What follows belongs to an exercise in optimizing a design on an open flow for small area and few clock cycles per item; a production flow would make more cautious choices. Only simulation tests tie the RTL to the original design; equivalence was not proved. The clock cells of run 2 come from the design's own scripts or RTL, not from TritonCTS. The clock input has no modelled driver; a real chip could not lean on it and would need a root buffer or a full tree. Power is estimated from default activity; no workload was simulated.

$ cat flow/design.v
`default_nettype	none
module	axi_addr(i_last_addr, i_step, i_size, i_fixed, i_wrap, i_wlen, o_next_addr);
	input	wire	[11:0]	i_last_addr;
	input	wire		i_step;
	input	wire	[1:0]	i_size;
	input	wire		i_fixed, i_wrap;
	input	wire	[2:0]	i_wlen;
	output	reg	[11:0]	o_next_addr;
	reg	[11:0]	m;
	reg	[12:0]	c;
	integer		k;
	always @(*)
	begin
		case(i_size)
		2'b00: m[5:0] = { 2'b00, i_wlen, 1'b1 };
		2'b01: m[5:0] = { 1'b0, i_wlen, 2'b11 };
		default: m[5:0] = { i_wlen, 3'b111 };
		endcase
		m[11:6] = 6'h0;
		if (!i_wrap)
			m = 12'hfff;
		if (i_fixed)
			m = 12'h0;
		c[0] = i_step && (i_size == 2'b00);
		c[1] = (i_step && (i_size == 2'b01)) || (c[0] && i_last_addr[0]);
		c[2] = (i_step && i_size[1]) || (c[1] && i_last_addr[1]);
		for(k=2; k<12; k=k+1)
			c[k+1] = c[k] && i_last_addr[k];
		for(k=0; k<12; k=k+1)
			o_next_addr[k] = i_last_addr[k] ^ (m[k] && c[k]);
		if (!i_fixed && i_size != 2'b00)
			o_next_addr[0] = 1'b0;
		if (!i_fixed && i_size[1])
			o_next_addr[1] = 1'b0;
	end
	/*verilator lint_off UNUSED*/
	wire	unused;
	assign	unused = c[12];
	/*verilator lint_on UNUSED*/
endmodule
`default_nettype	none
module demofull #(
	parameter integer C_S_AXI_ID_WIDTH	= 12,
	parameter integer C_S_AXI_DATA_WIDTH	= 32,
	parameter integer C_S_AXI_ADDR_WIDTH	= 32,
	localparam	AW = C_S_AXI_ADDR_WIDTH,
	localparam	DW = C_S_AXI_DATA_WIDTH,
	localparam	IW = C_S_AXI_ID_WIDTH,
	localparam	LSB = $clog2(C_S_AXI_DATA_WIDTH)-3,
	parameter [0:0]	OPT_NARROW_BURST = 1
	) (
		output	reg					o_we,
		output	reg	[C_S_AXI_ADDR_WIDTH-LSB-1:0]	o_waddr,
		output	reg	[C_S_AXI_DATA_WIDTH-1:0]	o_wdata,
		output	reg	[C_S_AXI_DATA_WIDTH/8-1:0]	o_wstrb,
		output	reg					o_rd,
		output	reg	[C_S_AXI_ADDR_WIDTH-LSB-1:0]	o_raddr,
		input	wire	[C_S_AXI_DATA_WIDTH-1:0]	i_rdata,
		input wire  S_AXI_ACLK,
		input wire  S_AXI_ARESETN,
		input wire [C_S_AXI_ID_WIDTH-1 : 0] S_AXI_AWID,
		input wire [C_S_AXI_ADDR_WIDTH-1 : 0] S_AXI_AWADDR,
		input wire [7 : 0] S_AXI_AWLEN,
		input wire [2 : 0] S_AXI_AWSIZE,
		input wire [1 : 0] S_AXI_AWBURST,
		input wire  S_AXI_AWLOCK,
		input wire [3 : 0] S_AXI_AWCACHE,
		input wire [2 : 0] S_AXI_AWPROT,
		input wire [3 : 0] S_AXI_AWQOS,
		input wire  S_AXI_AWVALID,
		output wire  S_AXI_AWREADY,
		input wire [C_S_AXI_DATA_WIDTH-1 : 0] S_AXI_WDATA,
		input wire [(C_S_AXI_DATA_WIDTH/8)-1 : 0] S_AXI_WSTRB,
		input wire  S_AXI_WLAST,
		input wire  S_AXI_WVALID,
		output wire  S_AXI_WREADY,
		output wire [C_S_AXI_ID_WIDTH-1 : 0] S_AXI_BID,
		output wire [1 : 0] S_AXI_BRESP,
		output wire  S_AXI_BVALID,
		input wire  S_AXI_BREADY,
		input wire [C_S_AXI_ID_WIDTH-1 : 0] S_AXI_ARID,
		input wire [C_S_AXI_ADDR_WIDTH-1 : 0] S_AXI_ARADDR,
		input wire [7 : 0] S_AXI_ARLEN,
		input wire [2 : 0] S_AXI_ARSIZE,
		input wire [1 : 0] S_AXI_ARBURST,
		input wire  S_AXI_ARLOCK,
		input wire [3 : 0] S_AXI_ARCACHE,
		input wire [2 : 0] S_AXI_ARPROT,
		input wire [3 : 0] S_AXI_ARQOS,
		input wire  S_AXI_ARVALID,
		output wire  S_AXI_ARREADY,
		output wire [C_S_AXI_ID_WIDTH-1 : 0] S_AXI_RID,
		output wire [C_S_AXI_DATA_WIDTH-1 : 0] S_AXI_RDATA,
		output wire [1 : 0] S_AXI_RRESP,
		output wire  S_AXI_RLAST,
		output wire  S_AXI_RVALID,
		input wire  S_AXI_RREADY
	);
	reg			wfirst;
	reg	[11:0]		wa;
	wire	[11:0]		wcur, wnext;
	reg			axi_bvalid;
	reg	[IW-1:0]	axi_bid;
	wire			wstall, wready, whs;
	assign	wstall = axi_bvalid && !S_AXI_BREADY;
	assign	wready = S_AXI_AWVALID && !wstall;
	assign	whs    = S_AXI_WVALID && wready;
	assign	wcur   = wfirst ? S_AXI_AWADDR[11:0] : wa;
	axi_addr get_next_wr_addr(wcur, whs, S_AXI_AWSIZE[1:0],
			(S_AXI_AWBURST == 2'b00), S_AXI_AWBURST[1],
			S_AXI_AWLEN[3:1], wnext);
	always @(posedge S_AXI_ACLK)
		wa <= wnext;
	always @(posedge S_AXI_ACLK)
	if (!S_AXI_ARESETN)
		wfirst <= 1'b1;
	else if (whs)
		wfirst <= S_AXI_WLAST;
	always @(posedge S_AXI_ACLK)
	if (!S_AXI_ARESETN)
		axi_bvalid <= 1'b0;
	else if (whs && S_AXI_WLAST)
		axi_bvalid <= 1'b1;
	else if (S_AXI_BREADY)
		axi_bvalid <= 1'b0;
	always @(posedge S_AXI_ACLK)
	if (whs && S_AXI_WLAST)
		axi_bid <= S_AXI_AWID;
	always @(*)
	begin
		o_we    = whs;
		o_waddr = { S_AXI_AWADDR[AW-1:12], wcur[11:LSB] };
		o_wdata = S_AXI_WDATA;
		o_wstrb = S_AXI_WSTRB;
	end
	assign	S_AXI_AWREADY = whs && S_AXI_WLAST;
	assign	S_AXI_WREADY  = wready;
	assign	S_AXI_BVALID  = axi_bvalid;
	assign	S_AXI_BID     = axi_bid;
	assign	S_AXI_BRESP   = 2'b00;
	reg	[AW-1:0]	raddr;
	reg	[7:0]		rcnt_n;
	reg	[1:0]		rsize;
	reg	[2:0]		rwlen;
	reg			rpend;
	reg	[IW-1:0]	axi_rid;
	reg			axi_rvalid;
	wire			ractive, rstall, rfree, rload, arhs;
	wire	[11:0]		rnext;
	reg	[7:0]		rcnt_inc;
	reg	[8:0]		rcarry;
	integer			k;
	always @(*)
	begin
		rcarry[0] = o_rd;
		for(k=0; k<8; k=k+1)
		begin
			rcnt_inc[k]  = rcnt_n[k] ^ rcarry[k];
			rcarry[k+1] = rcarry[k] && rcnt_n[k];
		end
	end
	assign	ractive = (rcnt_n != 8'hff);
	assign	rstall  = axi_rvalid && !S_AXI_RREADY;
	assign	rfree   = ractive ? ((rcnt_n == 8'hfe) && !rstall) : !rpend;
	assign	rload   = S_AXI_ARVALID && rfree;
	assign	arhs    = rpend && !rstall;
	axi_addr get_next_rd_addr(raddr[11:0], o_rd, rsize, (rsize == 2'b11),
			!(rwlen == 3'b010), rwlen, rnext);
	always @(*)
	begin
		o_rd    = (rpend || ractive) && !rstall;
		o_raddr = raddr[AW-1:LSB];
	end
	always @(posedge S_AXI_ACLK)
	if (rload)
	begin
		raddr   <= S_AXI_ARADDR;
		rsize   <= (S_AXI_ARBURST == 2'b00) ? 2'b11 : S_AXI_ARSIZE[1:0];
		rwlen   <= S_AXI_ARBURST[1] ? S_AXI_ARLEN[3:1] : 3'b010;
	end else
		raddr[11:0] <= rnext;
	always @(posedge S_AXI_ACLK)
	if (!S_AXI_ARESETN)
		rpend <= 1'b0;
	else if (rload)
		rpend <= 1'b1;
	else if (arhs)
		rpend <= 1'b0;
	always @(posedge S_AXI_ACLK)
	if (arhs)
		axi_rid <= S_AXI_ARID;
	always @(posedge S_AXI_ACLK)
	if (!S_AXI_ARESETN)
		rcnt_n <= 8'hff;
	else if (arhs)
		rcnt_n <= ~S_AXI_ARLEN;
	else
		rcnt_n <= rcnt_inc;
	always @(posedge S_AXI_ACLK)
	if (!S_AXI_ARESETN)
		axi_rvalid <= 1'b0;
	else if (o_rd)
		axi_rvalid <= 1'b1;
	else if (S_AXI_RREADY)
		axi_rvalid <= 1'b0;
	assign	S_AXI_ARREADY = arhs;
	assign	S_AXI_RVALID  = axi_rvalid;
	assign	S_AXI_RID     = axi_rid;
	assign	S_AXI_RDATA   = i_rdata;
	assign	S_AXI_RRESP   = 2'b00;
	assign	S_AXI_RLAST   = !ractive;
	/*verilator lint_off UNUSED*/
	wire	[23:0]	unused;
	assign	unused = { S_AXI_AWLOCK, S_AXI_AWCACHE, S_AXI_AWPROT,
			S_AXI_AWQOS,
		S_AXI_ARLOCK, S_AXI_ARCACHE, S_AXI_ARPROT, S_AXI_ARQOS };
	/*verilator lint_on UNUSED*/
endmodule
`default_nettype wire
$ cat flow/flow/run.sh
#!/bin/bash
# Layout: the standard flow (standard.sh), with
# - synthesis by flow/synth.tcl: the standard flow's synthesis with an area-oriented ABC
#   script (flow/area.abc) for the logic between the registers, and without
#   the extraction of adders into half/full adder cells (ADDER_MAP_FILE
#   empty), so that ABC maps that logic too;
# - the smallest buffer cell (buf_1) as the port buffer of every input and
#   output port, in place of the cell buffer_ports picks by itself;
# - a clock tree of clkbuf_8 buffers without dummy loads;
# - after CTS, the clock tree rebuilt as four clkbuf_16 buffers driven
#   straight from the clock port, each driving the flip-flops of one quarter
#   of the core (flow/clock_tree.tcl), and cells sized down where timing
#   allows (flow/post_cts.tcl).
# standard.log holds the output of every tool; ORFS's own logs are under
# orfs/logs.
set -euo pipefail
export BUFFER_PORTS_ARGS="-buffer_cell sky130_fd_sc_hd__buf_1"
export CTS_ARGS="-sink_clustering_enable -repair_clock_nets -buf_list sky130_fd_sc_hd__clkbuf_8 -dont_use_dummy_load"
export POST_CTS_TCL="$PWD/flow/post_cts.tcl"
export CTREE_NBUF=4
export CTREE_BUF=sky130_fd_sc_hd__clkbuf_16
export REMOVE_ABC_BUFFERS=1
export AREA_ABC_SCRIPT="$PWD/flow/area.abc"
export ADDER_MAP_FILE=
sed "s|SYNTH_SCRIPT=[^ ]*|SYNTH_SCRIPT=$PWD/flow/synth.tcl|" standard.sh > flow_standard.sh
grep -q "SYNTH_SCRIPT=$PWD/flow/synth.tcl" flow_standard.sh
bash flow_standard.sh > standard.log 2>&1
$ cat flow/flow/area.abc
strash
dc2
dch -f
amap -m -F 4 -A 8
topo
$ cat flow/flow/clock_tree.tcl
# Rebuild the clock tree that CTS made as one level: NBUF clock buffers
# (CTREE_BUF), each driving the flip-flops of one part of the core and
# each driven straight from the clock port.
set ctree_nbuf $::env(CTREE_NBUF)
set ctree_buf $::env(CTREE_BUF)
set block [ord::get_db_block]
set db [ord::get_db]
set clk_net [[$block findBTerm S_AXI_ACLK] getNet]

# Walk the tree from the clock port: collect the register clock pins and
# the clock buffers on the way
set sinks {}
set bufs {}
set todo [list $clk_net]
while { [llength $todo] > 0 } {
  set net [lindex $todo 0]
  set todo [lrange $todo 1 end]
  foreach it [$net getITerms] {
    if { [$it isOutputSignal] } { continue }
    set inst [$it getInst]
    set mname [[$inst getMaster] getName]
    if { [string match "sky130_fd_sc_hd__clkbuf_*" $mname] || [string match "sky130_fd_sc_hd__clkinv_*" $mname] } {
      if { [string match "sky130_fd_sc_hd__clkinv_*" $mname] } { error "unexpected inverter $mname in the clock tree" }
      lappend bufs $inst
      lappend todo [[$inst findITerm X] getNet]
    } else {
      lappend sinks $it
    }
  }
}
puts "clock tree: [llength $bufs] buffers, [llength $sinks] sinks"

# Remove the buffers and their nets
foreach inst $bufs {
  set onet [[$inst findITerm X] getNet]
  foreach it [$onet getITerms] { $it disconnect }
  [$inst findITerm A] disconnect
  odb::dbInst_destroy $inst
  odb::dbNet_destroy $onet
}

# Split the sinks into ctree_nbuf groups of about equal size: by x, then
# each part by y when two or four groups
proc pin_x { it } { return [lindex [$it getAvgXY] 1] }
proc pin_y { it } { return [lindex [$it getAvgXY] 2] }
proc split_by { items key n } {
  set sorted [lsort -integer -index 0 [lmap it $items { list [$key $it] $it }]]
  set out {}
  set len [llength $sorted]
  for { set k 0 } { $k < $n } { incr k } {
    set lo [expr { $k * $len / $n }]
    set hi [expr { ($k + 1) * $len / $n - 1 }]
    lappend out [lmap p [lrange $sorted $lo $hi] { lindex $p 1 }]
  }
  return $out
}
if { $ctree_nbuf == 4 } {
  set groups {}
  foreach half [split_by $sinks pin_x 2] {
    lappend groups {*}[split_by $half pin_y 2]
  }
} else {
  set groups [split_by $sinks pin_x $ctree_nbuf]
}

set master [$db findMaster $ctree_buf]
set k 0
foreach grp $groups {
  set sx 0; set sy 0
  foreach it $grp { incr sx [pin_x $it]; incr sy [pin_y $it] }
  set n [llength $grp]
  set inst [odb::dbInst_create $block $master "clkbuf_leaf_$k"]
  $inst setLocation [expr { $sx / $n }] [expr { $sy / $n }]
  $inst setPlacementStatus PLACED
  $inst setSourceType TIMING
  set net [odb::dbNet_create $block "clknet_leaf_$k"]
  $net setSigType CLOCK
  [$inst findITerm A] connect $clk_net
  [$inst findITerm X] connect $net
  foreach it $grp { $it connect $net }
  puts "clock buffer $k: $n sinks"
  incr k
}
$ cat flow/flow/post_cts.tcl
# After clock tree synthesis: rebuild the clock tree as one level of
# clock buffers driven straight from the clock port (flow/clock_tree.tcl),
# legalise, then size cells down where the timing slack allows (OpenROAD's
# power recovery) and legalise the placement again.
source [file join [file dirname [info script]] clock_tree.tcl]
detailed_placement
estimate_parasitics -placement
report_clock_skew
repair_timing -recover_power 100 -verbose
detailed_placement
check_placement -verbose
$ cat flow/flow/synth.tcl
# The standard flow's synthesis script (synth_recipe.tcl) with one change: Yosys's abc
# step, which maps the logic between the registers to library cells, runs
# flow/area.abc, an area-oriented ABC script, in place of ORFS's
# abc_speed.script.  Everything else (the registers, their names and cells)
# stays as the standard synthesis makes it.
proc synth {args} { yosys synth -nofsm -noshare {*}$args }
proc abc {args} {
  set i [lsearch -exact $args -script]
  if { $i >= 0 } {
    lset args [expr { $i + 1 }] $::env(AREA_ABC_SCRIPT)
  }
  yosys abc {*}$args
}
source $::env(SCRIPTS_DIR)/synth.tcl
# left out here: clear keep_hierarchy, flatten, clean up, hide names made inside functions, write 1_2_yosys.v
$ cat flow/standard.sh
#!/bin/bash
# synth_recipe.tcl (not shown) runs the flow's synth.tcl, then flattens the netlist and writes it again
# the make line also repeats each setting of config.mk as NAME=value (left out here)
make -C /OpenROAD-flow-scripts/flow DESIGN_CONFIG=/design/flow/config.mk WORK_HOME=/design/flow/orfs CLKGATE_MAP_FILE= SYNTH_SCRIPT=/design/flow/synth_recipe.tcl "${@:-finish}"
$ cat flow/config.mk
export PLATFORM = sky130hd
export DESIGN_NAME = demofull
export DESIGN_NICKNAME = demofull
export VERILOG_FILES = /design/flow/design.v
export SDC_FILE = /design/flow/constraint.sdc
export NUM_CORES = 4
export LEC_CHECK = 0
export CAP_MARGIN = 10
export CORE_AREA = 4 4 136 136
export CTS_BUF_LIST = sky130_fd_sc_hd__clkbuf_8
export DIE_AREA = 0 0 140 140
export GPL_TIMING_DRIVEN = 0
export SLEW_MARGIN = 10
$ cat flow/constraint.sdc
create_clock -name core_clock -period 4.0 [get_ports {S_AXI_ACLK}]
set_input_delay 0.8000 -clock core_clock [delete_from_list [all_inputs] [get_ports {S_AXI_ACLK}]]
set_output_delay 0.8000 -clock core_clock [all_outputs]
set_load 0.01 [all_outputs]
==> report_table.html, run 1 <==
<table>
<tr><th>Metric</th><th>Value</th></tr>
<tr><th colspan="2">Outcome</th></tr>
<tr><td>Status</td><td>finished clean</td></tr>
<tr><th colspan="2">Synth</th></tr>
<tr><td>Cell variety after synth</td><td>30</td></tr>
<tr><td>Primary flip-flop cell chosen by synthesis mapping</td><td>edfxtp_1</td></tr>
<tr><td>Top cell type by total area after synthesis</td><td>edfxtp_1</td></tr>
<tr><td>Post-synthesis share of cell area spent on full adders, half adders and majority gates</td><td>0%</td></tr>
<tr><td>Number of register bits inferred by synthesis</td><td>85</td></tr>
<tr><td>Combinational family with the most area after synthesis</td><td>buffers and inverters</td></tr>
<tr><td>Xor/xnor share of the synthesized area</td><td>0%</td></tr>
<tr><td>Synthesized area per cell</td><td>9.949 um^2</td></tr>
<tr><td>Dominant cells by area after synthesis</td><td>edfxtp_1 (36%), buf_4 (19%), dfxtp_1 (18%), o21ai_0 (4.3%), clkinv_1 (3.6%)</td></tr>
<tr><td>Share of the synthesized area in the top cell type</td><td>around 36%</td></tr>
<tr><td>Post-synthesis instance area</td><td>4079 um^2</td></tr>
<tr><td>Share of synthesized cell area in and, or, nand and nor gates</td><td>9.387%</td></tr>
<tr><td>Async SR Flop Fraction</td><td>0%</td></tr>
<tr><td>Complex-gate fraction of the synthesized area</td><td>~14%</td></tr>
<tr><td>Synth cell count leaders</td><td>buf_4 (102), edfxtp_1 (49), clkinv_1 (39)</td></tr>
<tr><td>Synthesized netlist cell count</td><td>410</td></tr>
<tr><td>Yosys warnings</td><td>2</td></tr>
<tr><td>Sequential area share after synthesis</td><td>53.74%</td></tr>
<tr><td>Number of synthesized flops with an enable pin</td><td>49</td></tr>
<tr><td>Mux share of post-synthesis cell area</td><td>0%</td></tr>
<tr><td>Most common cell in the netlist</td><td>buf_4</td></tr>
<tr><th colspan="2">Worst setup path</th></tr>
<tr><td>Category of the critical setup timing path</td><td>primary input to primary output</td></tr>
<tr><td>Slowest stage cell, crit path</td><td>clkinv_1</td></tr>
<tr><td>Reg-to-reg setup timing slack</td><td>a little over 0.8 ns</td></tr>
<tr><td>Worst reg2reg path endpoint</td><td>raddr[11]</td></tr>
<tr><td>Depth of the worst register-to-register path</td><td>22</td></tr>
<tr><td>Reg2reg start</td><td>rcnt_n[6]</td></tr>
<tr><td>Critical path launch point type</td><td>primary input</td></tr>
<tr><td>Endpoint type of the worst setup path</td><td>primary output</td></tr>
<tr><td>Worst path cell trace</td><td>buf_1, nor2b_1, clkinv_1, nand2_1, clkinv_1, buf_1</td></tr>
<tr><td>Top Family by Delay on Critical Path</td><td>buffers and inverters</td></tr>
<tr><td>Required time at the endpoint of the critical path</td><td>roughly 3.2 ns</td></tr>
<tr><td>Crit-path max cell delay</td><td>0.67 ns</td></tr>
<tr><td>Arrival time at the worst endpoint</td><td>about 2.5 ns</td></tr>
<tr><td>Critical Path Fanout Max</td><td>21</td></tr>
<tr><td>Worst path buffer plus inverter count</td><td>4</td></tr>
<tr><th colspan="2">STA</th></tr>
<tr><td>Worst hold slack across all endpoints</td><td>0.4823 ns</td></tr>
<tr><td>Slew at the pin closest to its max-slew limit</td><td>between 0.8 and 0.9 ns</td></tr>
<tr><td>Worst slew slack as a fraction of its limit</td><td>41.03%</td></tr>
<tr><td>Part of the cycle the worst path needs</td><td>roughly 83%</td></tr>
<tr><td>Clk_skew</td><td>0.005640 ns</td></tr>
<tr><td>Final Max Slew Viols</td><td>0</td></tr>
<tr><td>Minimum clock period</td><td>roughly 3.3 ns</td></tr>
<tr><td>Unrepaired setup endpoints after global routing</td><td>no</td></tr>
<tr><td>Final setup fails</td><td>0</td></tr>
<tr><td>Max Clock Freq</td><td>300.1 MHz</td></tr>
<tr><td>Worst path setup slack after routing</td><td>0.6674 ns</td></tr>
<tr><td>Count of final hold-check violations</td><td>0</td></tr>
<tr><th colspan="2">Global routing</th></tr>
<tr><td>Pin count of the biggest net entering global routing</td><td>46</td></tr>
<tr><td>Initial antenna violation count</td><td>1</td></tr>
<tr><td>Total global routing track utilization</td><td>21.00%</td></tr>
<tr><td>Aggregate global routing overflow</td><td>0</td></tr>
<tr><td>Number of global-route vias before repair</td><td>2,898</td></tr>
<tr><td>Global-route wire length before repair</td><td>roughly 27 mm</td></tr>
<tr><th colspan="2">Die</th></tr>
<tr><td>Die Span X</td><td>approximately 140 um</td></tr>
<tr><td>Die Ht</td><td>140 um</td></tr>
<tr><td>Num rows</td><td>48</td></tr>
<tr><td>Core Region</td><td>17,180 um^2</td></tr>
<tr><td>Die area</td><td>19,600 um^2</td></tr>
<tr><td>Initial cell density of the core</td><td>approximately a quarter</td></tr>
<tr><td>Number of placed I/O pins</td><td>378</td></tr>
<tr><th colspan="2">Power</th></tr>
<tr><td>Post-layout total power</td><td>0.002475 W</td></tr>
<tr><td>Power density over cell area</td><td>571.3 nW/um^2</td></tr>
<tr><td>Total leakage power</td><td>around 1.4 nW</td></tr>
<tr><td>Peak ir drop on the vdd network</td><td>0.0002039 V</td></tr>
<tr><th colspan="2">Worst hold path</th></tr>
<tr><td>WHS Endpoint</td><td>rpend</td></tr>
<tr><td>Hold Path Depth</td><td>2</td></tr>
<tr><td>Min-Delay Startpoint</td><td>rpend</td></tr>
<tr><td>Type of the most critical hold path</td><td>flop to flop</td></tr>
<tr><th colspan="2">Routing</th></tr>
<tr><td>Detail-routed net length per standard cell</td><td>about 30 um</td></tr>
<tr><td>Via-per-instance ratio</td><td>around 4.4</td></tr>
<tr><td>DRC viols</td><td>0</td></tr>
<tr><td>First-iteration detailed-routing DRC count</td><td>between 100 and 150</td></tr>
<tr><td>Iteration count of the initial detailed-routing pass</td><td>6</td></tr>
<tr><td>Antenna Violating Nets Remaining</td><td>0</td></tr>
<tr><td>Vias post-DR</td><td>3,108</td></tr>
<tr><td>Overall routed net length</td><td>between 20 and 25 mm</td></tr>
<tr><th colspan="2">Clock tree</th></tr>
<tr><td>Latest clock arrival within the worst-skew pair</td><td>0.15 ns</td></tr>
<tr><td>Total clock sinks</td><td>85</td></tr>
<tr><td>Clock edge transition at the registers on the reported setup and hold paths</td><td>0.09 ns</td></tr>
<tr><th colspan="2">Layout</th></tr>
<tr><td>Nets</td><td>between 600 and 700</td></tr>
<tr><td>Synth-to-Final Area Change</td><td>6.196%</td></tr>
<tr><td>Multi-input gate area in the final layout</td><td>985.9 um^2</td></tr>
<tr><td>Fraction of final layout cells sized beyond drive strength 1</td><td>between 1 and 1.5%</td></tr>
<tr><td>Seq. cell area</td><td>~2200 um^2</td></tr>
<tr><td>Final cell utilization of the core</td><td>25.22%</td></tr>
<tr><td>Count of fill cells added during filler insertion</td><td>1,895</td></tr>
<tr><td>Layout Cell Area excl Fill</td><td>~4300 um^2</td></tr>
<tr><th colspan="2">Place</th></tr>
<tr><td>Placed Area</td><td>approximately 4200 um^2</td></tr>
<tr><td>Quantity of I/O buffers inserted on ports</td><td>~170</td></tr>
<tr><td>Hpwl dp</td><td>roughly 19 mm</td></tr>
<tr><td>Pre-CTS setup slack</td><td>0.4916 ns</td></tr>
<tr><td>Final GP Congestion</td><td>1.004</td></tr>
<tr><th colspan="2">Job</th></tr>
<tr><td>Max-cap check violation count</td><td>0</td></tr>
</table>
==> metal layers <==
metal  part of all wire, %  GRT usage, %
met5                  0.12         1.253
met4                   3.3         6.884
met3                    26         24.99
met2                    49         36.44
met1                    22         13.09
==> worst reg2reg max path: cells and delay by family (launching register included) <==
family	cells	cell delay [ns]
AOI/OAI and AO/OA	4	0.39
DFF	1	0.34
buffers and inverters	4	0.43
and+or+nand+nor	14	1.89
==> layout by cell type, fill, tap and decap left out, drive strengths merged, types with 2 or more instances in the layout <==
master / Yosys / layout
a21oi: 14 / 14
a22o: 4 / 4
a31oi: 6 / 6
buf: 102 / 165
clkbuf: 0 / 5
clkinv: 39 / 38
conb: 1 / 4
dfxtp: 36 / 36
edfxtp: 49 / 49
nand2: 36 / 36
nand3: 3 / 3
nand4: 3 / 3
nor2: 30 / 30
nor2b: 6 / 6
nor3: 4 / 4
nor4: 2 / 2
o21a: 5 / 5
o21ai: 35 / 35
o21bai: 2 / 2
o221ai: 7 / 7
o22a: 4 / 4
o22ai: 10 / 10
o31ai: 2 / 2
or2: 3 / 3
==> state kept, by name, summed over array words and instances, names as in the netlist <==
name	count
axi_rid	12
axi_bid	12
axi_bvalid	1
axi_rvalid	1
raddr	32
wfirst	1
rsize	2
rcnt_n	8
rpend	1
wa	12
rwlen	3
==> cells by family (layout without fill, tap and decap cells) <==
logic type,after synthesis,in the layout
other cells,1,5
buf+inv,141,209
flops,85,85
compound gates,94,94
simple gates,89,89
==> area by class of cell, clock buffers not listed <==
| class | instances | share of cell area, % |
|---|---|---|
| diodes | 1 | 0.05777 |
| inverters | 39 | 3.380 |
| multi-input cells | 187 | 22.76 |
| flip-flops and latches | 85 | 50.61 |
| well taps | 225 | 6.499 |
| repair buffers | 166 | 14.38 |
==> metrics by stage <==
step / instances / TNS [ns]
3_3_place_gp: 702 / -2.797
6_report: 707 / 0
5_1_grt: 707 / 0
2_1_floorplan: 311 / 0
3_5_place_dp: 702 / 0
==> worst max-delay path by stage <==
stage	start	to	cells past startpoint
final	S_AXI_RREADY	S_AXI_ARREADY	6
after global routing	S_AXI_BREADY	wa[11]	18
after floorplan	S_AXI_BREADY	wa[11]	17
after global placement	S_AXI_RREADY	raddr[10]	6
after detailed placement	S_AXI_RREADY	raddr[10]	6
==> where the power goes <==
part	internal, W	switching (W)
combinational	0.000266	0.000524
clock	0.000183	0.000228
sequential	0.00116	0.000109
total	0.00161	0.000861
Testbench counts, summed over its fixed seeds: cycles 15,969, beats 22,951.
==> inputs of run 2 (changes only) <==
--- a/flow/flow/run.sh
+++ b/flow/flow/run.sh
@@ -7,8 +7,8 @@
 # - the smallest buffer cell (buf_1) as the port buffer of every input and
 #   output port, in place of the cell buffer_ports picks by itself;
 # - a clock tree of clkbuf_8 buffers without dummy loads;
-# - after CTS, the clock tree rebuilt as four clkbuf_16 buffers driven
-#   straight from the clock port, each driving the flip-flops of one quarter
+# - after CTS, the clock tree rebuilt as three clkbuf_16 buffers driven
+#   straight from the clock port, each driving the flip-flops of one third
 #   of the core (flow/clock_tree.tcl), and cells sized down where timing
 #   allows (flow/post_cts.tcl).
 # standard.log holds the output of every tool; ORFS's own logs are under
@@ -17,7 +17,7 @@
 export BUFFER_PORTS_ARGS="-buffer_cell sky130_fd_sc_hd__buf_1"
 export CTS_ARGS="-sink_clustering_enable -repair_clock_nets -buf_list sky130_fd_sc_hd__clkbuf_8 -dont_use_dummy_load"
 export POST_CTS_TCL="$PWD/flow/post_cts.tcl"
-export CTREE_NBUF=4
+export CTREE_NBUF=3
 export CTREE_BUF=sky130_fd_sc_hd__clkbuf_16
 export REMOVE_ABC_BUFFERS=1
 export AREA_ABC_SCRIPT="$PWD/flow/area.abc"
==> report_table.html, run 2 <==
<table>
<tr><th>Metric</th><th>Value</th></tr>
<tr><th colspan="2">Outcome</th></tr>
<tr><td>Status</td><td>finished clean (unchanged)</td></tr>
<tr><th colspan="2">STA</th></tr>
<tr><td>Worst path setup slack after routing</td><td>0.6633 ns (was 0.6674 ns)</td></tr>
<tr><td>Max Clock Freq</td><td>299.7 MHz (was 300.1 MHz)</td></tr>
<tr><td>Worst slew slack as a fraction of its limit</td><td>41.73% (was 41.03%)</td></tr>
<tr><td>Count of final hold-check violations</td><td>0 (unchanged)</td></tr>
<tr><td>Clk_skew</td><td>0.01234 ns (was 0.005640 ns)</td></tr>
<tr><td>Slew at the pin closest to its max-slew limit</td><td>0.8649 ns (was 0.8753 ns)</td></tr>
<tr><td>Unrepaired setup endpoints after global routing</td><td>no (unchanged)</td></tr>
<tr><td>Part of the cycle the worst path needs</td><td>83.42% (was 83.31%)</td></tr>
<tr><td>Final setup fails</td><td>0 (unchanged)</td></tr>
<tr><td>Final Max Slew Viols</td><td>0 (unchanged)</td></tr>
<tr><td>Minimum clock period</td><td>3.337 ns (was 3.333 ns)</td></tr>
<tr><th colspan="2">Global routing</th></tr>
<tr><td>Pin count of the biggest net entering global routing</td><td>46 (unchanged)</td></tr>
<tr><td>Number of global-route vias before repair</td><td>2,868 (was 2,898)</td></tr>
<tr><td>Total global routing track utilization</td><td>20.81% (was 21.00%)</td></tr>
<tr><td>Initial antenna violation count</td><td>1 (unchanged)</td></tr>
<tr><td>Aggregate global routing overflow</td><td>0 (unchanged)</td></tr>
<tr><td>Global-route wire length before repair</td><td>27.07 mm (was 27.14 mm)</td></tr>
<tr><th colspan="2">Die</th></tr>
<tr><td>Core Region</td><td>17,180 um^2 (unchanged)</td></tr>
<tr><td>Initial cell density of the core</td><td>23.75% (unchanged)</td></tr>
<tr><td>Num rows</td><td>48 (unchanged)</td></tr>
<tr><td>Die Ht</td><td>140 um (unchanged)</td></tr>
<tr><td>Die Span X</td><td>140 um (unchanged)</td></tr>
<tr><td>Number of placed I/O pins</td><td>378 (unchanged)</td></tr>
<tr><td>Die area</td><td>19,600 um^2 (unchanged)</td></tr>
<tr><th colspan="2">Worst setup path</th></tr>
<tr><td>Category of the critical setup timing path</td><td>primary input to primary output (unchanged)</td></tr>
<tr><td>Reg-to-reg setup timing slack</td><td>0.82 ns (was 0.81 ns)</td></tr>
<tr><td>Endpoint type of the worst setup path</td><td>primary output (unchanged)</td></tr>
<tr><td>Required time at the endpoint of the critical path</td><td>3.20 ns (about the same)</td></tr>
<tr><td>Critical Path Fanout Max</td><td>21 (unchanged)</td></tr>
<tr><td>CP Capture Point</td><td>S_AXI_ARREADY (unchanged)</td></tr>
<tr><td>Worst reg2reg path endpoint</td><td>raddr[11] (unchanged)</td></tr>
<tr><td>Arrival time at the worst endpoint</td><td>2.54 ns (was 2.53 ns)</td></tr>
<tr><td>Depth of the worst register-to-register path</td><td>21 (was 22)</td></tr>
<tr><td>Critical path launch point type</td><td>primary input (unchanged)</td></tr>
<tr><td>CP startpoint</td><td>S_AXI_RREADY (unchanged)</td></tr>
<tr><td>Reg2reg start</td><td>rcnt_n[6] (unchanged)</td></tr>
<tr><th colspan="2">Layout</th></tr>
<tr><td>Leading cell types in the layout, fill and taps excluded</td><td>buf_1 (165), edfxtp_1 (49), clkinv_1 (38), nand2_1 (36), dfxtp_1 (36) (unchanged)</td></tr>
<tr><td>Register ranked first by flip-flop count</td><td>raddr (unchanged)</td></tr>
<tr><td>Most frequent standard cell in the layout excluding fill and tap cells</td><td>buf_1 (unchanged)</td></tr>
<tr><td>Seq. cell area</td><td>2192 um^2 (unchanged)</td></tr>
<tr><td>Fraction of final layout cells sized beyond drive strength 1</td><td>0.8333% (was 1.040%)</td></tr>
<tr><td>Synth-to-Final Area Change</td><td>5.583% (was 6.196%)</td></tr>
<tr><td>Nets</td><td>696 (was 697)</td></tr>
<tr><td>Multi-input gate area in the final layout</td><td>985.9 um^2 (unchanged)</td></tr>
<tr><td>Final cell utilization of the core</td><td>25.07% (was 25.22%)</td></tr>
<tr><td>Max reg flops</td><td>32 (unchanged)</td></tr>
<tr><td>Count of fill cells added during filler insertion</td><td>1,894 (was 1,895)</td></tr>
<tr><th colspan="2">Synth</th></tr>
<tr><td>Yosys warnings</td><td>2 (unchanged)</td></tr>
<tr><td>Number of register bits inferred by synthesis</td><td>85 (unchanged)</td></tr>
<tr><td>Share of the synthesized area in the top cell type</td><td>36.07% (unchanged)</td></tr>
<tr><td>Async SR Flop Fraction</td><td>0% (unchanged)</td></tr>
<tr><td>Sequential area share after synthesis</td><td>53.74% (unchanged)</td></tr>
<tr><td>Post-synthesis instance area</td><td>4079 um^2 (unchanged)</td></tr>
<tr><td>Cell variety after synth</td><td>30 (unchanged)</td></tr>
<tr><td>Most common cell in the netlist</td><td>buf_4 (unchanged)</td></tr>
<tr><td>Top cell type by total area after synthesis</td><td>edfxtp_1 (unchanged)</td></tr>
<tr><td>Number of synthesized flops with an enable pin</td><td>49 (unchanged)</td></tr>
<tr><td>Synth cell count leaders</td><td>buf_4 (102), edfxtp_1 (49), clkinv_1 (39) (unchanged)</td></tr>
<tr><td>Synthesized netlist cell count</td><td>410 (unchanged)</td></tr>
<tr><td>Primary flip-flop cell chosen by synthesis mapping</td><td>edfxtp_1 (unchanged)</td></tr>
<tr><td>Dominant cells by area after synthesis</td><td>edfxtp_1 (36%), buf_4 (19%), dfxtp_1 (18%), o21ai_0 (4.3%), clkinv_1 (3.6%) (unchanged)</td></tr>
<tr><td>Synthesized area per cell</td><td>9.949 um^2 (unchanged)</td></tr>
<tr><th colspan="2">Power</th></tr>
<tr><td>Power density over cell area</td><td>565.2 nW/um^2 (was 571.3 nW/um^2)</td></tr>
<tr><td>Peak ir drop on the vdd network</td><td>0.0003729 V (was 0.0002039 V)</td></tr>
<tr><td>Total leakage power</td><td>1.355 nW (was 1.367 nW)</td></tr>
<tr><td>Post-layout total power</td><td>0.002434 W (was 0.002475 W)</td></tr>
<tr><th colspan="2">Routing</th></tr>
<tr><td>Vias post-DR</td><td>3,088 (was 3,108)</td></tr>
<tr><td>Detail-routed net length per standard cell</td><td>30.15 um (was 30.24 um)</td></tr>
<tr><td>Overall routed net length</td><td>21.28 mm (was 21.38 mm)</td></tr>
<tr><td>Iteration count of the initial detailed-routing pass</td><td>4 (was 6)</td></tr>
<tr><td>DRC viols</td><td>0 (unchanged)</td></tr>
<tr><td>Antenna Violating Nets Remaining</td><td>0 (unchanged)</td></tr>
<tr><td>Via-per-instance ratio</td><td>4.374 (was 4.396)</td></tr>
<tr><td>First-iteration detailed-routing DRC count</td><td>133 (was 115)</td></tr>
<tr><th colspan="2">Place</th></tr>
<tr><td>Quantity of I/O buffers inserted on ports</td><td>166 (unchanged)</td></tr>
<tr><td>Final GP Congestion</td><td>1.004 (unchanged)</td></tr>
<tr><td>Hpwl dp</td><td>19.29 mm (unchanged)</td></tr>
<tr><td>Pre-CTS setup slack</td><td>0.4916 ns (unchanged)</td></tr>
<tr><th colspan="2">Clock tree</th></tr>
<tr><td>Clock edge transition at the registers on the reported setup and hold paths</td><td>0.11 ns (was 0.09 ns)</td></tr>
<tr><td>Total clock sinks</td><td>85 (unchanged)</td></tr>
<tr><td>Latest clock arrival within the worst-skew pair</td><td>0.18 ns (was 0.15 ns)</td></tr>
<tr><th colspan="2">Job</th></tr>
<tr><td>Max-cap check violation count</td><td>0 (unchanged)</td></tr>
<tr><th colspan="2">Worst hold path</th></tr>
<tr><td>Min-Delay Startpoint</td><td>rpend (unchanged)</td></tr>
<tr><td>Type of the most critical hold path</td><td>flop to flop (unchanged)</td></tr>
</table>
## run 2: cell count changes in the layout (fill, tap and decap cells not counted), sizes merged
cell	delta
clkbuf	-1
## run 2: per-stage QoR
step           hold WS, ns  cell area, um^2  instances  setup TNS [ns]
5_1_grt             0.5149             4307        706               0
6_report            0.4859             4307        706               0
3_5_place_dp        0.4728             4230        702               0
2_1_floorplan       0.4462             3324        311               0
3_3_place_gp        0.4609             4229        702          -2.797
## run 2: area by class of cell, clock buffers not listed
type / count / area share [%]
repair buffers: 166 / 14.47
well taps: 225 / 6.537
diodes: 1 / 0.05811
inverters: 39 / 3.399
multi-input cells: 187 / 22.89
flip-flops and latches: 85 / 50.90
## run 2: metal layers
metal / track usage, % / vias to the layer above / routed length, um
met5: 0.5013 / - / 0
met4: 4.131 / 0 / 489
met3: 24.96 / 13 / 5522
met2: 37.02 / 310 / 10630
met1: 13.28 / 1309 / 4640
li1: - / 1456 / -
## run 2: kinds of logic (layout without fill, tap and decap cells)
kind of cell / after synthesis / after routing / synth area share, %
buffers and inverters: 141 / 208 / 22.36
other: 1 / 5 / 0.09194
AND/OR/NAND/NOR: 89 / 89 / 9.387
AO/OA/AOI/OAI: 94 / 94 / 14.42
flip-flops: 85 / 85 / 53.74
## run 2: how the worst min path moves through the flow
stage	slack [ns]	cells past startpoint	end
3_3_place_gp	0.46	2	rpend
3_5_place_dp	0.47	2	rpend
6_report	0.49	2	rpend
2_1_floorplan	0.45	2	rpend
5_1_grt	0.51	2	rpend
## run 2: power by group
group	switching (W)	total [W]	internal [W]
logic	0.000522	0.000788	0.000266
clock network	0.000235	0.000375	0.000140
registers	0.000108	0.00127	0.00116
total	0.000865	0.00243	0.00157
## run 2: critical path: stages
cell	delay [ns]
buf_1	0.07
nor2b_1	0.24
clkinv_1	0.13
nand2_1	0.31
clkinv_1	0.67
buf_1	0.31
==> inputs of run 3 (changes only) <==
--- a/flow/design.v
+++ b/flow/design.v
@@ -8,6 +8,7 @@
 	output	reg	[11:0]	o_next_addr;
 	reg	[11:0]	m;
 	reg	[12:0]	c;
+	reg		go;
 	integer		k;
 	always @(*)
 	begin
@@ -19,23 +20,22 @@
 		m[11:6] = 6'h0;
 		if (!i_wrap)
 			m = 12'hfff;
-		if (i_fixed)
-			m = 12'h0;
-		c[0] = i_step && (i_size == 2'b00);
-		c[1] = (i_step && (i_size == 2'b01)) || (c[0] && i_last_addr[0]);
-		c[2] = (i_step && i_size[1]) || (c[1] && i_last_addr[1]);
+		go   = i_step && !i_fixed;
+		c[0] = go && (i_size == 2'b00);
+		c[1] = (go && (i_size == 2'b01)) || (c[0] && i_last_addr[0] && m[1]);
+		c[2] = (go && i_size[1]) || (c[1] && i_last_addr[1] && m[2]);
 		for(k=2; k<12; k=k+1)
-			c[k+1] = c[k] && i_last_addr[k];
+			c[k+1] = c[k] && i_last_addr[k] && m[k+1];
 		for(k=0; k<12; k=k+1)
-			o_next_addr[k] = i_last_addr[k] ^ (m[k] && c[k]);
+			o_next_addr[k] = i_last_addr[k] ^ c[k];
 		if (!i_fixed && i_size != 2'b00)
 			o_next_addr[0] = 1'b0;
 		if (!i_fixed && i_size[1])
 			o_next_addr[1] = 1'b0;
 	end
 	/*verilator lint_off UNUSED*/
-	wire	unused;
-	assign	unused = c[12];
+	wire	[1:0]	unused;
+	assign	unused = { c[12], m[0] };
 	/*verilator lint_on UNUSED*/
 endmodule
 `default_nettype	none
--- a/flow/flow/run.sh
+++ b/flow/flow/run.sh
@@ -7,8 +7,8 @@
 # - the smallest buffer cell (buf_1) as the port buffer of every input and
 #   output port, in place of the cell buffer_ports picks by itself;
 # - a clock tree of clkbuf_8 buffers without dummy loads;
-# - after CTS, the clock tree rebuilt as three clkbuf_16 buffers driven
-#   straight from the clock port, each driving the flip-flops of one third
+# - after CTS, the clock tree rebuilt as four clkbuf_16 buffers driven
+#   straight from the clock port, each driving the flip-flops of one quarter
 #   of the core (flow/clock_tree.tcl), and cells sized down where timing
 #   allows (flow/post_cts.tcl).
 # standard.log holds the output of every tool; ORFS's own logs are under
@@ -17,7 +17,7 @@
 export BUFFER_PORTS_ARGS="-buffer_cell sky130_fd_sc_hd__buf_1"
 export CTS_ARGS="-sink_clustering_enable -repair_clock_nets -buf_list sky130_fd_sc_hd__clkbuf_8 -dont_use_dummy_load"
 export POST_CTS_TCL="$PWD/flow/post_cts.tcl"
-export CTREE_NBUF=3
+export CTREE_NBUF=4
 export CTREE_BUF=sky130_fd_sc_hd__clkbuf_16
 export REMOVE_ABC_BUFFERS=1
 export AREA_ABC_SCRIPT="$PWD/flow/area.abc"
==> report_table.html, run 3 <==
<table>
<tr><th>Metric</th><th>Value</th></tr>
<tr><th colspan="2">Outcome</th></tr>
<tr><td>Status</td><td>finished clean (unchanged)</td></tr>
<tr><th colspan="2">Worst setup path</th></tr>
<tr><td>Depth of the worst register-to-register path</td><td>25 (was 21)</td></tr>
<tr><td>Required time at the endpoint of the critical path</td><td>4.10 ns (was 3.20 ns)</td></tr>
<tr><td>Arrival time at the worst endpoint</td><td>3.91 ns (was 2.54 ns)</td></tr>
<tr><td>Category of the critical setup timing path</td><td>primary input to flop (was primary input to primary output)</td></tr>
<tr><td>Endpoint type of the worst setup path</td><td>flop (was primary output)</td></tr>
<tr><td>Reg-to-reg setup timing slack</td><td>0.28 ns (was 0.82 ns)</td></tr>
<tr><td>Crit-path max cell delay</td><td>0.35 ns (was 0.67 ns)</td></tr>
<tr><td>Number of stages on the worst setup path</td><td>25 (was 6)</td></tr>
<tr><td>Critical path launch point type</td><td>primary input (unchanged)</td></tr>
<tr><td>Worst path buffer plus inverter count</td><td>1 (was 4)</td></tr>
<tr><td>Worst reg2reg path endpoint</td><td>raddr[11] (unchanged)</td></tr>
<tr><td>Top Family by Delay on Critical Path</td><td>simple AND/OR/NAND/NOR gates (was buffers and inverters)</td></tr>
<tr><td>Critical Path Fanout Max</td><td>4 (was 21)</td></tr>
<tr><td>Reg2reg start</td><td>rcnt_n[6] (unchanged)</td></tr>
<tr><td>Slowest stage cell, crit path</td><td>o32a_1 (was clkinv_1)</td></tr>
<tr><th colspan="2">Power</th></tr>
<tr><td>Peak ir drop on the vdd network</td><td>0.0002539 V (was 0.0003729 V)</td></tr>
<tr><td>Power density over cell area</td><td>564.7 nW/um^2 (was 565.2 nW/um^2)</td></tr>
<tr><td>Post-layout total power</td><td>0.002543 W (was 0.002434 W)</td></tr>
<tr><td>Total leakage power</td><td>1.471 nW (was 1.355 nW)</td></tr>
<tr><th colspan="2">Synth</th></tr>
<tr><td>Post-synthesis instance area</td><td>4024 um^2 (was 4079 um^2)</td></tr>
<tr><td>Number of register bits inferred by synthesis</td><td>85 (unchanged)</td></tr>
<tr><td>Yosys warnings</td><td>3 (was 2)</td></tr>
<tr><td>Share of the synthesized area in the top cell type</td><td>36.57% (was 36.07%)</td></tr>
<tr><td>Most common cell in the netlist</td><td>buf_4 (unchanged)</td></tr>
<tr><td>Top cell type by total area after synthesis</td><td>edfxtp_1 (unchanged)</td></tr>
<tr><td>Number of synthesized flops with an enable pin</td><td>49 (unchanged)</td></tr>
<tr><td>Synthesized area per cell</td><td>10.11 um^2 (was 9.949 um^2)</td></tr>
<tr><td>Async SR Flop Fraction</td><td>0% (unchanged)</td></tr>
<tr><td>Dominant cells by area after synthesis</td><td>edfxtp_1 (37%), buf_4 (19%), dfxtp_1 (18%), clkinv_1 (3.7%), nor2_1 (3.5%) (was edfxtp_1 (36%), buf_4 (19%), dfxtp_1 (18%), o21ai_0 (4.3%), clkinv_1 (3.6%))</td></tr>
<tr><td>Primary flip-flop cell chosen by synthesis mapping</td><td>edfxtp_1 (unchanged)</td></tr>
<tr><td>Synth cell count leaders</td><td>buf_4 (102), edfxtp_1 (49), clkinv_1 (40) (was buf_4 (102), edfxtp_1 (49), clkinv_1 (39))</td></tr>
<tr><td>Sequential area share after synthesis</td><td>54.48% (was 53.74%)</td></tr>
<tr><td>Synthesized netlist cell count</td><td>398 (was 410)</td></tr>
<tr><td>Cell variety after synth</td><td>31 (was 30)</td></tr>
<tr><th colspan="2">STA</th></tr>
<tr><td>Final Max Slew Viols</td><td>0 (unchanged)</td></tr>
<tr><td>Clk_skew</td><td>0.007276 ns (was 0.01234 ns)</td></tr>
<tr><td>Max Clock Freq</td><td>262.1 MHz (was 299.7 MHz)</td></tr>
<tr><td>Count of final hold-check violations</td><td>0 (unchanged)</td></tr>
<tr><td>Unrepaired setup endpoints after global routing</td><td>yes (was no)</td></tr>
<tr><td>Worst slew slack as a fraction of its limit</td><td>31.76% (was 41.73%)</td></tr>
<tr><td>Final setup fails</td><td>0 (unchanged)</td></tr>
<tr><td>Slew at the pin closest to its max-slew limit</td><td>1.013 ns (was 0.8649 ns)</td></tr>
<tr><td>Part of the cycle the worst path needs</td><td>95.37% (was 83.42%)</td></tr>
<tr><td>Minimum clock period</td><td>3.815 ns (was 3.337 ns)</td></tr>
<tr><td>Worst hold slack across all endpoints</td><td>0.5228 ns (was 0.4859 ns)</td></tr>
<tr><td>Setup tns final</td><td>0 ns (unchanged)</td></tr>
<tr><th colspan="2">Layout</th></tr>
<tr><td>Register ranked first by flip-flop count</td><td>raddr (unchanged)</td></tr>
<tr><td>Fraction of final layout cells sized beyond drive strength 1</td><td>9.072% (was 0.8333%)</td></tr>
<tr><td>Max reg flops</td><td>32 (unchanged)</td></tr>
<tr><td>Antenna fix cells</td><td>0 (was 1)</td></tr>
<tr><td>Synth-to-Final Area Change</td><td>11.94% (was 5.583%)</td></tr>
<tr><td>Cell Count, Final, Fillers Out</td><td>710 (was 706)</td></tr>
<tr><td>Most frequent standard cell in the layout excluding fill and tap cells</td><td>buf_1 (unchanged)</td></tr>
<tr><td>Final cell utilization of the core</td><td>26.22% (was 25.07%)</td></tr>
<tr><td>Leading cell types in the layout, fill and taps excluded</td><td>buf_1 (165), edfxtp_1 (49), clkinv_1 (38), dfxtp_1 (36), nor2_1 (29) (was buf_1 (165), edfxtp_1 (49), clkinv_1 (38), nand2_1 (36), dfxtp_1 (36))</td></tr>
<tr><td>Nets</td><td>701 (was 696)</td></tr>
<tr><th colspan="2">Routing</th></tr>
<tr><td>Top layer reached by signal wires</td><td>met4 (unchanged)</td></tr>
<tr><td>Overall routed net length</td><td>22.07 mm (was 21.28 mm)</td></tr>
<tr><td>First-iteration detailed-routing DRC count</td><td>82 (was 133)</td></tr>
<tr><td>Wire length on met1</td><td>4.231 mm (was 4.640 mm)</td></tr>
<tr><td>Met2 Wirelength</td><td>11.43 mm (was 10.63 mm)</td></tr>
<tr><td>Antenna Violating Nets Remaining</td><td>0 (unchanged)</td></tr>
<tr><td>Detail-routed net length per standard cell</td><td>31.08 um (was 30.15 um)</td></tr>
<tr><td>DR WL met3</td><td>5.813 mm (was 5.522 mm)</td></tr>
<tr><td>DRC viols</td><td>0 (unchanged)</td></tr>
<tr><td>Iteration count of the initial detailed-routing pass</td><td>4 (unchanged)</td></tr>
<tr><td>Vias post-DR</td><td>3,088 (unchanged)</td></tr>
<tr><td>Via-per-instance ratio</td><td>4.349 (was 4.374)</td></tr>
<tr><th colspan="2">Global routing</th></tr>
<tr><td>Initial antenna violation count</td><td>0 (was 1)</td></tr>
<tr><td>Global-route wire length before repair</td><td>27.46 mm (was 27.07 mm)</td></tr>
<tr><td>Number of global-route vias before repair</td><td>2,874 (was 2,868)</td></tr>
<tr><td>Pin count of the biggest net entering global routing</td><td>45 (was 46)</td></tr>
<tr><td>Total global routing track utilization</td><td>21.48% (was 20.81%)</td></tr>
<tr><td>Aggregate global routing overflow</td><td>0 (unchanged)</td></tr>
<tr><th colspan="2">Place</th></tr>
<tr><td>Quantity of I/O buffers inserted on ports</td><td>166 (unchanged)</td></tr>
<tr><td>Hpwl dp</td><td>19.90 mm (was 19.29 mm)</td></tr>
<tr><td>Number of cells after detailed placement</td><td>690 (was 702)</td></tr>
<tr><td>Final GP Congestion</td><td>0.9824 (was 1.004)</td></tr>
<tr><th colspan="2">Clock tree</th></tr>
<tr><td>Total clock sinks</td><td>85 (unchanged)</td></tr>
<tr><td>Latest clock arrival within the worst-skew pair</td><td>0.16 ns (was 0.18 ns)</td></tr>
<tr><td>Clock edge transition at the registers on the reported setup and hold paths</td><td>0.10 ns (was 0.11 ns)</td></tr>
<tr><th colspan="2">Worst hold path</th></tr>
<tr><td>Hold Path Depth</td><td>2 (unchanged)</td></tr>
<tr><td>WHS Endpoint</td><td>rpend (unchanged)</td></tr>
<tr><td>Min-Delay Startpoint</td><td>rpend (unchanged)</td></tr>
<tr><td>Type of the most critical hold path</td><td>flop to flop (unchanged)</td></tr>
<tr><th colspan="2">Die</th></tr>
<tr><td>Num rows</td><td>48 (unchanged)</td></tr>
<tr><td>Die Span X</td><td>140 um (unchanged)</td></tr>
<tr><td>Core Region</td><td>17,180 um^2 (unchanged)</td></tr>
<tr><td>Initial cell density of the core</td><td>23.43% (was 23.75%)</td></tr>
<tr><td>Die Ht</td><td>140 um (unchanged)</td></tr>
<tr><td>Die area</td><td>19,600 um^2 (unchanged)</td></tr>
<tr><td>Number of placed I/O pins</td><td>378 (unchanged)</td></tr>
<tr><th colspan="2">Job</th></tr>
<tr><td>Max-cap check violation count</td><td>0 (unchanged)</td></tr>
</table>
## run 3: cell count changes after synthesis, moves of 6 or more
| cell | previous run | this run |
|---|---|---|
| nand2_1 | 36 | 26 |
| o21ai_0 | 35 | 25 |
| nor2_1 | 30 | 37 |
| a21oi_1 | 14 | 20 |
| a31oi_1 | 6 | 0 |
## run 3: area by class of cell, clock buffers not listed
class / count / area (um^2)
Multi-Input combinational cell: 174 / 1040
Fill cell: 1904 / 12670
Timing Repair Buffer: 182 / 740.7
Tap cell: 225 / 281.5
Inverter: 40 / 150.1
Sequential cell: 85 / 2192
## run 3: metal layers
| metal | global-route usage, % | vias up |
|---|---|---|
| met2 | 38.97 | 328 |
| met1 | 11.74 | 1300 |
| met3 | 26.46 | 19 |
| li1 | - | 1441 |
| met4 | 6.221 | 0 |
| met5 | 1.754 | - |
## run 3: how the worst max path moves through the flow
stage,start,to,slack [ns]
6_report,S_AXI_BREADY,wa[11],0.19
5_1_grt,S_AXI_BREADY,wa[11],-0.07
3_5_place_dp,S_AXI_BREADY,wa[11],-0.59
3_3_place_gp,S_AXI_BREADY,wa[11],-0.58
2_1_floorplan,S_AXI_BREADY,wa[11],-0.06
## run 3: worst min-delay path: cells and delay by family (launching register included)
kind / cells / cell delay [ns]
flops: 1 / 0.36
simple gates: 1 / 0.07
compound gates: 1 / 0.06
## run 3: kinds of logic (layout without fill, tap and decap cells)
kind of cell           after synthesis  count (layout)  share of synthesized area, %
AO/OA/AOI/OAI                       87              87                         13.84
buffers and inverters              142             226                         22.76
flip-flops                          85              85                         54.48
other                                1               4                       0.09319
AND/OR/NAND/NOR                     83              83                         8.831
## run 3: per-stage QoR
step / setup WS, ns / instance area, um^2
after floorplan: -0.06479 / 3269
after global routing: -0.07254 / 4504
after global placement: -0.5847 / 4174
final: 0.1853 / 4504
after detailed placement: -0.5915 / 4175
## run 3: report_power, final
part	leakage, nW	switching (W)	total [W]	internal [W]
combinational	0.672	0.000549	0.000863	0.000315
clock	0.0493	0.000232	0.000415	0.000183
sequential	0.750	0.0000999	0.00127	0.00117
Testbench counts of run 3, summed over its fixed seeds: cycles 15,969, beats 22,951.

[what the ideal ports hide]
No port has a modelled driver above. Below, the same layouts with a new extraction and two added sets of constraints. Step 1 (the two cells are an assumption about what drives the block):
set clk [get_ports {S_AXI_ACLK}]
set_driving_cell -lib_cell sky130_fd_sc_hd__clkbuf_16 $clk
set_driving_cell -lib_cell sky130_fd_sc_hd__buf_2 [delete_from_list [all_inputs] $clk]
Step 2 moves the port delays by t, midway between the first and last clock arrival at a register: inputs arrive t later, outputs are due t later. That takes back most of the time a late clock gives input paths. Three values: ideal ports, drivers, drivers and shift; two values: the first two.
run | t (ns) | setup slack, ns | worst slew at a driven data input, ns
run 1 | 0.235 | 0.667 / 0.627 / 0.531 | 0.26
run 2 | 0.237 | 0.663 / 0.624 / 0.519 | 0.26
run 3 | 0.238 | 0.185 / 0.222 / -0.017 | 0.26
Met with ideal ports but missed after step 2: setup timing in run 3. For run 3, which loses most, drivers alone change the setup slack by +0.037 ns; drivers and shift together by -0.202 ns.
